What follows belongs to an exercise in optimizing a design on an open flow for a short achievable clock period and few clock cycles per item; a production flow would make more cautious choices.
Function was checked by simulation only, so behaviour that the tests miss may differ from the original.
Power figures rest on the tool's default switching activity, not on a simulated workload.

==> design/flow/run.sh <==
#!/bin/bash
# synth_recipe.tcl (not shown) runs the flow's synth.tcl, then flattens the netlist and writes it again
# the make line also repeats each setting of config.mk as NAME=value (left out here)
make -C /OpenROAD-flow-scripts/flow DESIGN_CONFIG=/design/flow/config.mk WORK_HOME=/design/flow/orfs CLKGATE_MAP_FILE= SYNTH_SCRIPT=/design/flow/synth_recipe.tcl finish
==> design/flow/config.mk <==
export PLATFORM = sky130hd
export DESIGN_NAME = Full_dataPath
export DESIGN_NICKNAME = Full_dataPath
export VERILOG_FILES = /design/flow/design.v
export SDC_FILE = /design/flow/constraint.sdc
export NUM_CORES = 4
export LEC_CHECK = 0
export CAP_MARGIN = 20
export CORE_MARGIN = 2
export CORE_UTILIZATION = 40
export SLEW_MARGIN = 20
==> design/flow/constraint.sdc <==
create_clock -name core_clock -period 15.0 [get_ports {clk}]
set_input_delay 3.0000 -clock core_clock [delete_from_list [all_inputs] [get_ports {clk}]]
set_output_delay 3.0000 -clock core_clock [all_outputs]
set_load 0.01 [all_outputs]
==> design/flow/design.v <==
`timescale 1ns / 1ps
module TwoXOneMUX( input A,B,S,output  C);
assign C= S? B:A;
endmodule
`timescale 1ns / 1ps
module DFlipFlop (input clk, input rst, input D, output reg Q);
always @ (posedge clk or posedge rst)
 begin
if (rst)
Q <= 1'b0;
else
Q <= D;
end
endmodule
`timescale 1ns / 1ps
module onebitReg( input  in, input S,input clk, input rst, output  Q);
wire C;
TwoXOneMUX  mux(  Q,in,S, C);
DFlipFlop flipflop( clk,  rst,  C, Q);
endmodule
`timescale 1ns / 1ps
module OneReg(input clk,input S,input [31:0] in,input rst, output [31:0] Q );
genvar i;  
generate 
for (i=0;i<=31;i=i+1)
begin
    onebitReg mod1 (   in[i],  S, clk,  rst,   Q[i]);
    end 
   endgenerate 
endmodule
`timescale 1ns / 1ps
module sixtyFour_reg #(parameter n=64)(input clk,input S,input [n-1:0] in,input rst, output [n-1:0] Q );
    genvar i;  
    generate 
    for (i=0;i<n;i=i+1)
    begin
        onebitReg mod1 (   in[i],  S, clk,  rst,   Q[i]);
        end 
       endgenerate 
    endmodule
`timescale 1ns / 1ps
module ThirtytwoMUX(input [31:0]A,input [31:0]B,input S ,output[31:0] C);
genvar i;  
generate 
for (i=0;i<=31;i=i+1)
begin
TwoXOneMUX m(A[i],B[i],S,C[i]);
 end 
  endgenerate 
endmodule
`timescale 1ns / 1ps
module FullAdder(input a,b,c, output sum1, carry_out);
wire w1,w2,w3;
assign sum1=a^b^c;
assign w1=a&b;
assign w2=a&c;
assign w3=c&b;
assign carry_out=w1|w2|w3;
endmodule
`timescale 1ns / 1ps
module ripple_carry(input [31:0] x_ripple,
input [31:0] y_ripple,
input cin,
output [31:0] sum_ripple,
output cout1_ripple
);
wire [31:0]c;
FullAdder add(x_ripple[0],y_ripple[0],cin,sum_ripple[0],c[0]);
genvar i;
generate
for(i=1;i<32;i=i+1)
begin
FullAdder add1(x_ripple[i],y_ripple[i],c[i-1],sum_ripple[i],c[i]);
end
endgenerate 
assign cout1_ripple= c[31];
endmodule
`timescale 1ns / 1ps
module shiftLeft(input [31:0]num ,output[31:0] C);
assign  C ={num[30:0],1'b0}; 
endmodule
`timescale 1ns / 1ps
module ALU (
input [31:0] in1, in2,
input [3:0] aluSel,
output reg [31:0] result, output zero );
wire c1, c2;
wire [31:0]sum;
ripple_carry plus( in1,in2, 1'b0,sum,c1);
wire [31:0]sub;
ripple_carry subt( in1,~in2+32'd1, 1'b0,sub,c2);
always @(*)
begin
case(aluSel)
4'b0010: result= sum; 
4'b0110 :result= sub ;   
4'b0000 : result= in1 & in2  ;
4'b0001 :  result= in1 | in2 ;
default:result=0;
endcase
end
  assign zero=(result==0);
endmodule
`timescale 1ns / 1ps
module ALU_Control(input [1:0]aluop, input [14:12]intr1,input  instr2 ,output reg[3:0]aluS);
always @(*)
begin
if(aluop==2'b00)
aluS=4'b0010;
else if(aluop==2'b01 )
aluS=4'b0110;
else if (aluop==2'b10 && intr1==3'b000 && instr2==1'b0)
aluS=4'b0010;
else if (aluop==2'b10&&intr1==3'b000&&instr2==1)
aluS=4'b0110;
else if (aluop==2'b10&&intr1==3'b111&&instr2==0)
aluS=4'b0000;
else if (aluop==2'b10&&intr1==3'b110&&instr2==0)
aluS=4'b0001;
else
aluS=4'b0010;
end
endmodule
`timescale 1ns / 1ps
module Control_unit(input [6:2]opcode, output reg branch,
output reg  memread,output reg  memtoreg,
output reg [1:0]aluop,output reg memwrite, output reg  alusrc,output reg regwrite );
always @(*)
begin
case(opcode) 
5'b01100 : 
begin 
 branch=0;
  memread=0;
   memtoreg=0;
 aluop=10;
  memwrite=0; 
   alusrc=0;
    regwrite=1;
end
5'b00000 :
begin 
 branch=0;
  memread=1;
   memtoreg=1;
 aluop=00;
  memwrite=0; 
   alusrc=1;
    regwrite=1;
end
5'b01000:
begin 
 branch=0;
  memread=0;
   memtoreg=1;
 aluop=00;
  memwrite=1; 
   alusrc=1;
    regwrite=0;
end
5'b11000:
begin 
 branch=1;
  memread=0;
   memtoreg=0;
 aluop=01;
  memwrite=0; 
   alusrc=0;
    regwrite=0;
end
default :
begin
 branch=0;
 memread=0;
  memtoreg=0;
aluop=2'b00;
 memwrite=0; 
  alusrc=0;
   regwrite=0;
   end
endcase
end
endmodule
`timescale 1ns / 1ps
module Forward_unit(input [4:0] Rs1, input [4:0] Rs2, input [4:0]Ex_mem_RegistarRd, input [4:0] Mem_Wb_RegistarRd,
input exmem_Regwrite, input memwb_Regwrite, output reg [1:0]f1, output reg[1:0]f2 );
always@(*)
begin
if(exmem_Regwrite==1 && Ex_mem_RegistarRd!=0 && Ex_mem_RegistarRd==Rs1 )
f1=2'b10;
else if(memwb_Regwrite==1 && Mem_Wb_RegistarRd!=0 && Mem_Wb_RegistarRd==Rs1 && 
!((exmem_Regwrite==1 && Ex_mem_RegistarRd!=0) && Ex_mem_RegistarRd==Rs1))
f1=2'b01;
else f1=2'b00;
 if(exmem_Regwrite==1 && Ex_mem_RegistarRd!=0 && Ex_mem_RegistarRd==Rs2 )
f2=2'b10;
 else 
 if(memwb_Regwrite==1 && Mem_Wb_RegistarRd!=0 && Mem_Wb_RegistarRd==Rs2 && 
!((exmem_Regwrite==1 && Ex_mem_RegistarRd!=0) && Ex_mem_RegistarRd==Rs2))
f2=2'b01;
else 
f2=2'b00;
end
endmodule
    `timescale 1ns / 1ps
    module FourMuxForward(input [31:0] read_data_ID_EX, input [31:0] write_data_mux, 
    input [31:0] ALU_result_EX_MEM, input[1:0] forward,
     output reg[31:0]RD1_output
     );
    always@(*)
    begin
    case (forward)
    2'b00 :RD1_output=read_data_ID_EX;
    2'b01 :RD1_output=write_data_mux;
    2'b10 :RD1_output=ALU_result_EX_MEM;
    default : RD1_output=0;
    endcase 
    end 
    endmodule
`timescale 1ns / 1ps
module hazard_unit( input  [4:0] RS1_IF_ID, input [4:0]RD_ID_EX,input [4:0]RS2_IF_ID,
                    input memread_ID_EX, output reg stall );
always@(*)
begin
if( RS1_IF_ID == RD_ID_EX | RS2_IF_ID == RD_ID_EX && memread_ID_EX !=0 && RD_ID_EX != 0)
    stall = 1'b1;
 else
 stall =1'b0;
end
endmodule
`timescale 1ns / 1ps
module immediate_generator(output reg [31:0] gen_out, input [31:0] inst );
always @(*)
begin
if(inst[6]==0 && inst[5]==0)  
         begin
          gen_out={{inst[31]?20'hFFFFF:20'h00000},inst[31:20]};
          end
else if(inst[6]==0 && inst[5]==1) 
        begin
           gen_out={{inst[31]?20'hFFFFF:20'h00000},inst[31:25],inst[11:7]};
        end
else   
        begin
           gen_out={{inst[31]?20'hFFFFF:20'h00000},inst[31],inst[7],inst[30:25],inst[11:8]};
         end
end 
endmodule
`timescale 1ns / 1ps
module RegisterFile(input clk, rst, 
input[4:0] readreg1, readreg2, writereg,
input[31:0] writedata,
input regwrite,
output[31:0] readdata1, readdata2  );
reg [31:0]S;
wire [31:0]dataout [0:31];
genvar i; 
assign dataout[0]=0;
generate 
for (i=1;i<32;i=i+1)
begin
OneReg regs (clk,S[i],writedata, rst,  dataout[i]);
end
endgenerate
assign readdata1 = (regwrite && writereg!=0 && writereg==readreg1) ? writedata : dataout[readreg1];
assign readdata2 = (regwrite && writereg!=0 && writereg==readreg2) ? writedata : dataout[readreg2];
always@(*)
begin
S=0;
if (regwrite)
S[writereg] =1;
end
endmodule
`timescale 1ns / 1ps
module Full_dataPath( input clk, input rst,
  output [5:0] imem_addr, input [31:0] imem_data,
  output [5:0] dmem_addr, output [31:0] dmem_wdata, output dmem_we,
  input [31:0] dmem_rdata);
wire [31:0] adder1,adder2,PCmux,PCout;
wire cout1_ripple1,cout1_ripple2;
wire [31:0]ints_out;
wire [31:0]readdata1, readdata2 ;
wire  [31:0] gen_out;  
wire branch;
 wire  memread;
  wire  memtoreg;
 wire [1:0]aluop;
  wire memwrite; 
   wire  alusrc;
    wire regwrite; 
    wire [3:0]aluS;
    wire [31:0]outmux_input_alu;
    wire [31:0]ALU_result;
    wire zero;
    wire [31:0] dataMem_out;
    wire [31:0] writingData;
    wire [31:0] shiftout;
    wire [31:0] IF_ID_PC, IF_ID_Inst;  
wire memtoreg_ID_out;
wire regwrite_ID_out;
wire memread_ID_out;
wire memwrite_ID_out; 
   wire  branch_ID_out;
   wire [1:0]aluop_ID_out;
   wire alusrc_ID_out;
   wire [31:0]IF_ID_PC_ID_out;
   wire [31:0]readdata1_ID_out;
   wire [31:0]readdata2_ID_out; 
   wire [31:0]gen_out_ID_out;
   wire [3:0]ints_out_ID_out_up;
   wire [4:0]ints_out_ID_out_down;
  wire  memtoreg_EX_out;
  wire regwrite_EX_out;
  wire memread_EX_out;
   wire memwrite_EX_out;
   wire  branch_EX_out;
     wire [31:0]adder_branch_Ex_out;
     wire zero_EX_out;
     wire [31:0]ALU_result_EX_out;
     wire [31:0]readdata2_EX_out; 
     wire [4:0]ints_out_EX_out_down;
   wire memtoreg_MEM_out;
      wire  regwrite_MEM_out;
      wire  [31:0] dataMem_out_MEM_out;
      wire [31:0]ALU_result_MEM_out;
      wire [4:0]ints_out_MEM_out_down;
     wire [31:0] RD1_output;
      wire [31:0] RD2_output;
   wire [4:0]RS1, RS2;
    wire [1:0]forwardA,forwardB;
    wire stall;
    wire stall_eff = stall & ~(branch_EX_out & zero_EX_out);
    wire [31:0]ints_out2;
OneReg  pc( clk,~stall_eff, PCmux, rst,  PCout );
ripple_carry  ripplecar0(PCout,
32'd4,
1'b0,
adder1,
cout1_ripple1
);
ripple_carry  ripplecar1(IF_ID_PC_ID_out,
shiftout,
1'b0,
adder2,
cout1_ripple2
);
ThirtytwoMUX  mux3(adder1,adder_branch_Ex_out,branch_EX_out & zero_EX_out ,PCmux);
assign imem_addr = PCout[7:2];
assign ints_out2 = imem_data;
 ThirtytwoMUX mux_ControlH (ints_out2
 ,32'b0000000_00000_00000_000_00000_0110011,branch_EX_out & zero_EX_out ,ints_out);
  sixtyFour_reg #(64) IF_ID  (clk, ~stall_eff,{PCout,ints_out},rst,{IF_ID_PC,IF_ID_Inst});
Control_unit  controlunit(IF_ID_Inst[6:2], branch,
   memread, memtoreg,
aluop, memwrite,  alusrc, regwrite );
wire [7:0]control_hazard;
 assign control_hazard = (stall|(branch_EX_out & zero_EX_out)) ? 8'b0 : {memtoreg,regwrite,memread,memwrite,
 branch,aluop,alusrc};
ALU_Control   aluControl(aluop_ID_out,  ints_out_ID_out_up[2:0],ints_out_ID_out_up[3] ,aluS);
RegisterFile regfile(clk, rst, 
IF_ID_Inst[19:15], IF_ID_Inst[24:20], ints_out_MEM_out_down,
 writingData,
 regwrite_MEM_out,
 readdata1, readdata2  );
immediate_generator   immgen( gen_out, IF_ID_Inst );
hazard_unit hazardU ( IF_ID_Inst[19:15], ints_out_ID_out_down,IF_ID_Inst[24:20],
                     memread_ID_out,  stall );
 sixtyFour_reg #(155) ID_EX (clk, 1'b1,
 {control_hazard ,  IF_ID_PC  ,  readdata1, readdata2
 ,gen_out,{IF_ID_Inst[30],IF_ID_Inst[14:12]},IF_ID_Inst[11:7]
 ,IF_ID_Inst[19:15],IF_ID_Inst[24:20]
  },rst,
{{memtoreg_ID_out,regwrite_ID_out, memread_ID_out, memwrite_ID_out, branch_ID_out,aluop_ID_out
,alusrc_ID_out},IF_ID_PC_ID_out, readdata1_ID_out,readdata2_ID_out,
  gen_out_ID_out
 ,ints_out_ID_out_up
 , ints_out_ID_out_down
 ,RS1,RS2
 });
 shiftLeft sh(gen_out_ID_out ,shiftout);
  FourMuxForward mux_one (readdata1_ID_out,writingData, ALU_result_EX_out, forwardA, RD1_output);
  FourMuxForward mux_two (readdata2_ID_out,writingData, ALU_result_EX_out, forwardB, RD2_output);
   ThirtytwoMUX mux (RD2_output,gen_out_ID_out,alusrc_ID_out ,outmux_input_alu);
   Forward_unit fowr( RS1,RS2, ints_out_EX_out_down,ints_out_MEM_out_down
 ,   regwrite_EX_out, regwrite_MEM_out,forwardA,forwardB 
     );
 ALU alu(
 RD1_output, outmux_input_alu,
 aluS,
 ALU_result,  zero );
 wire [4:0] ex_mem_controls= (branch_EX_out & zero_EX_out)?5'b00000: {memtoreg_ID_out,regwrite_ID_out, memread_ID_out, memwrite_ID_out, branch_ID_out};
  sixtyFour_reg #(107) EX_MEM (clk,1'b1 ,
 {ex_mem_controls,
  adder2,zero,ALU_result,RD2_output,ints_out_ID_out_down },rst,
{ memtoreg_EX_out,
regwrite_EX_out,
   memread_EX_out,
    memwrite_EX_out,
     branch_EX_out,
      adder_branch_Ex_out,
      zero_EX_out,
     ALU_result_EX_out,
      readdata2_EX_out,
     ints_out_EX_out_down});
 assign dmem_addr = ALU_result_EX_out[7:2];
 assign dmem_wdata = readdata2_EX_out;
 assign dmem_we = memwrite_EX_out;
 assign dataMem_out = memread_EX_out ? dmem_rdata : 32'b0;
  sixtyFour_reg #(71) MEM_WB (clk, 1'b1,
   {regwrite_EX_out,memtoreg_EX_out,
     dataMem_out,ALU_result_EX_out,ints_out_EX_out_down},rst,
  { 
       regwrite_MEM_out,
       memtoreg_MEM_out,
      dataMem_out_MEM_out,ALU_result_MEM_out,
             ints_out_MEM_out_down
 });
ThirtytwoMUX mux_writing (ALU_result_MEM_out,dataMem_out_MEM_out,memtoreg_MEM_out ,writingData);
endmodule
==> impl_results.md <==
* Status: complete, no violations
* Vias/cell at 6.79
* Clock Path Buffers at 3
* Mapped Cells at roughly 6400
* First-pass GRT wire length at approximately 400000 um
* Starting Density at 0.404
* Vias in the first global route at ~54000
* Routability cong. at around 0.95
* Routed WL at 288000 um
* Slowest CP cell: fa_1
* Seq pwr share at 0.441
* HPWL Detailed at roughly 160000 um
* Worst-path maximum fanout at 7
* Sequential fraction of the synthesis area at 0.521
* Syn avg cell area at roughly 9.7 um2
* Final Hold Violating Endpoints at 0
* Multi-input logic area at between 20000 and 30000 um2
* Hold slack at between 0.3 and 0.4 ns
* DRC at 0
* Storage element area at 32500 um2
* Die area at approximately 160000 um2
* Nets at about 6500
* CP dominant cell by count: fa_2
* CP endpoint kind: flop
* Max Slew Vio Count at 0
* Largest area contributor in the netlist: dfrtp_1
* # hold bufs at CTS at 0
* Filler cells at ~14000
* Worst Tran Pin Value at around 1.4 ns
* Reg clk slew, reported paths at approximately 0.060 ns
* Sw frac at 0.292
* FP Rows at 144
* Synth top area share at 0.521
* Total global routing overflow at 0
* Largest net degree at the start of global routing at 170
* Critical path class: reg2reg
* Asr flop ratio synth at 1.00
* Max Clk Rate at 68.3 MHz
* P&R area growth vs syn at 15.1%
* Cell Pwr Density at 128 nW/um2
* RSZ-0062 raised after global routing: no
* Die width at about 400 um
* PnR worst setup slack at between 0.3 and 0.4 ns
* Relative slew slack at 0.0792
* Tightest Hold Check Type: reg2reg
* Reg2reg path depth at 49
* Root Driver: clkbuf_16
* Max_cap viols at 0
* Pre-CTS setup slack at -0.508 ns
* Comb power frac at 0.137
* Worst path required time at ~16 ns
* EDFF count, synth at 0
* GRT Total Usage at 0.358
* CP max stage delay at slightly above 0.4 ns
* Port Buffers at 108
* Hold path depth at 0
* Initial antenna violation count at 19
* Yosys Warn Count at 9
* Final ANT Viol Nets at 0
* Final setup TNS at 0 ns
* Sw Pwr at ~0.0027 W
* DR iter-0 viols at around 11000
* Detailed-router iteration count before antenna repair at 11
* Clk_skew at 0.0409 ns
* Vias at about 57000
* VDD IR max at between 0.1 and 0.15 mV
* Final core occ at 0.465
* Final Critical Period at approximately 15 ns
* Number of synthesized register bits at 1297
* Leakage power at between 30 and 40 nW
* Final worst path period share at 0.976
* Die height at 399 um
* Syn Nets at approximately 6600
* Setup Viol. Count Final at 0
* H-tree lvl count at 4
* Area of the mapped netlist at 62300 um2
* Startpoint Class: flop
* TritonCTS clock tree: yes
* Unique masters post-synth at 80
* Clock power share at 0.422
* PnR Total Power at about 0.0091 W
* Top FF cell, synth: dfrtp_1
* Ports at between 100 and 150
* Worst EP arrival at about 15 ns
* Clock Latency Late Sink at a little over 0.8 ns
* Clock Sinks at about 1300
* TritonCTS buffer count at ~140
* Int Pwr at roughly 0.0065 W
* Area contributors post-synth: dfrtp_1 (52%), a22oi_1 (5.1%), o21ai_0 (4.8%)
* Share of cells above drive strength 1 at 0.107
* Routed len/inst at about 34 um
* Core box area at between 150000 and 200000 um2
metrics by stage:
stage                     instance area (um2)  cells
final                                   71700   8456
after global routing                    71600   8445
after CTS                               71300   8433
after detailed placement                66200   8172
after global placement                  66100   8170
after floorplan                         62300   6435
placed cells by master, fill, tap and decap left out, drive strengths merged, types with 68 or more instances in the layout:
master,n
a22o,239
nand3,149
nand2,691
nand4,114
o22ai,68
clkbuf,197
clkdlybuf4s50,108
a21oi,538
mux2i,76
ha,74
nor3,73
nor2,641
a22oi,419
dfrtp,1297
inv,91
buf,227
a221oi,239
o21ai,613
Yosys cell counts (all sizes together) (4+ instances only):
master,instances
o22ai,68
a222oi,65
or3b,4
mux2i,76
o21ai,613
nor3,73
nor4,32
a21oi,538
dfrtp,1297
a22o,239
nor2,641
nor3b,6
buf,106
inv,83
o311ai,4
fa,65
nand4,114
or3,6
nand3,149
ha,74
a221oi,239
and2,40
xnor2,41
mux2,13
o31ai,19
a22oi,419
xor2,32
and3,19
nand2b,18
o21a,34
clkbuf,527
nand3b,7
nand2,691
a211oi,5
or2,5
o221ai,30
o211ai,4
kinds of logic after synthesis:
logic type	share of synthesized area
buf+inv	0.0469
fa+ha+maj	0.0358
flops	0.521
simple gates	0.127
mux	0.0146
compound gates	0.244
xor+xnor	0.0107
area by class of cell:
| class | instances | area share |
|---|---|---|
| flip-flops and latches | 1297 | 0.453 |
| well taps | 2044 | 0.0357 |
| repair buffers | 336 | 0.0428 |
| clock inverters | 65 | 0.0137 |
| diodes | 13 | 0.000454 |
| inverters | 83 | 0.00440 |
| multi-input cells | 4422 | 0.393 |
| clock buffers | 196 | 0.0574 |
per-layer routing:
layer | GRT usage | up-vias | part of all wire
li1 | - | 23100 | -
met1 | 0.448 | 27900 | 0.36
met2 | 0.504 | 4827 | 0.41
met3 | 0.161 | 1474 | 0.15
met4 | 0.215 | 18 | 0.074
met5 | 0.00515 | - | 0.0011
path summary, 6_finish.rpt:
kind	startpoint	end	slack, ns
worst max register to register	MEM_WB.genblk1[1].mod1.flipflop.Q	EX_MEM.genblk1[69].mod1.flipflop.Q	0.36
min in group asynchronous	rst	IF_ID.genblk1[19].mod1.flipflop.Q	2.81
worst min-delay path	EX_MEM.genblk1[106].mod1.flipflop.Q	MEM_WB.genblk1[69].mod1.flipflop.Q	0.35
max in group asynchronous	rst	async pin	9.73
worst max-delay path	MEM_WB.genblk1[1].mod1.flipflop.Q	EX_MEM.genblk1[69].mod1.flipflop.Q	0.36
worst min register to register	EX_MEM.genblk1[106].mod1.flipflop.Q	MEM_WB.genblk1[69].mod1.flipflop.Q	0.35
power by group through the flow:
stage	logic, W	clock network (W)	registers, W
2_1_floorplan	0.000774	0	0.00399
3_3_place_gp	0.00115	0	0.00408
3_5_place_dp	0.00118	0	0.00408
4_1_cts	0.00119	0.00386	0.00402
5_1_grt	0.00134	0.00401	0.00405
6_report	0.00125	0.00386	0.00403
worst max-delay path: cells and delay by family (launching register included):
kind	cells	cell delay [ns]
buffers and inverters	5	0.35
AND/OR/NAND/NOR	8	1.43
adder cells (fa/ha/maj)	33	11.81
AO/OA/AOI/OAI	3	0.60
flip-flops	1	0.38
sequential cells by signal (all words and copies together) (netlist names):
register	count
MEM_WB.genblk1.mod1.flipflop.Q	71
pc.genblk1.mod1.flipflop.Q	7
ID_EX.genblk1.mod1.flipflop.Q	108
IF_ID.genblk1.mod1.flipflop.Q	37
EX_MEM.genblk1.mod1.flipflop.Q	82
regfile.genblk1.regs.genblk1.mod1.flipflop.Q	992
what timing repair did:
action,in CTS,in global routing
pin swaps,2,1
buffers inserted,0,0
endpoints found under the hold margin,0,0
endpoints found under the setup margin,3,3
gates cloned,0,0
resized for setup,21,17
Testbench counts, summed over its fixed seeds: cycles 26,065, instrs 17,427.

-- static timing again, ports no longer ideal --
No port has a modelled driver above. Below, the same layout with a new extraction and two added sets of constraints. Step 1, drivers: a clkbuf_16 drives clk and a buf_2 each remaining input, both assumed. Step 2 times the ports against the registers' clock, not the clock port: input delays grow and output delays shrink by t, the midpoint of the rising clock arrivals with the driver on. a / b / c = ideal / step 1 / step 2; a / b = the first two.
t, ns: 0.889
slack for setup (ns): 0.360 / 0.360 / 0.360
worst setup path at the end: register to register
After both steps setup and hold are still met in this run. The setup slack of this run moves by 0.000 ns with the drivers and by 0.000 ns with both steps.
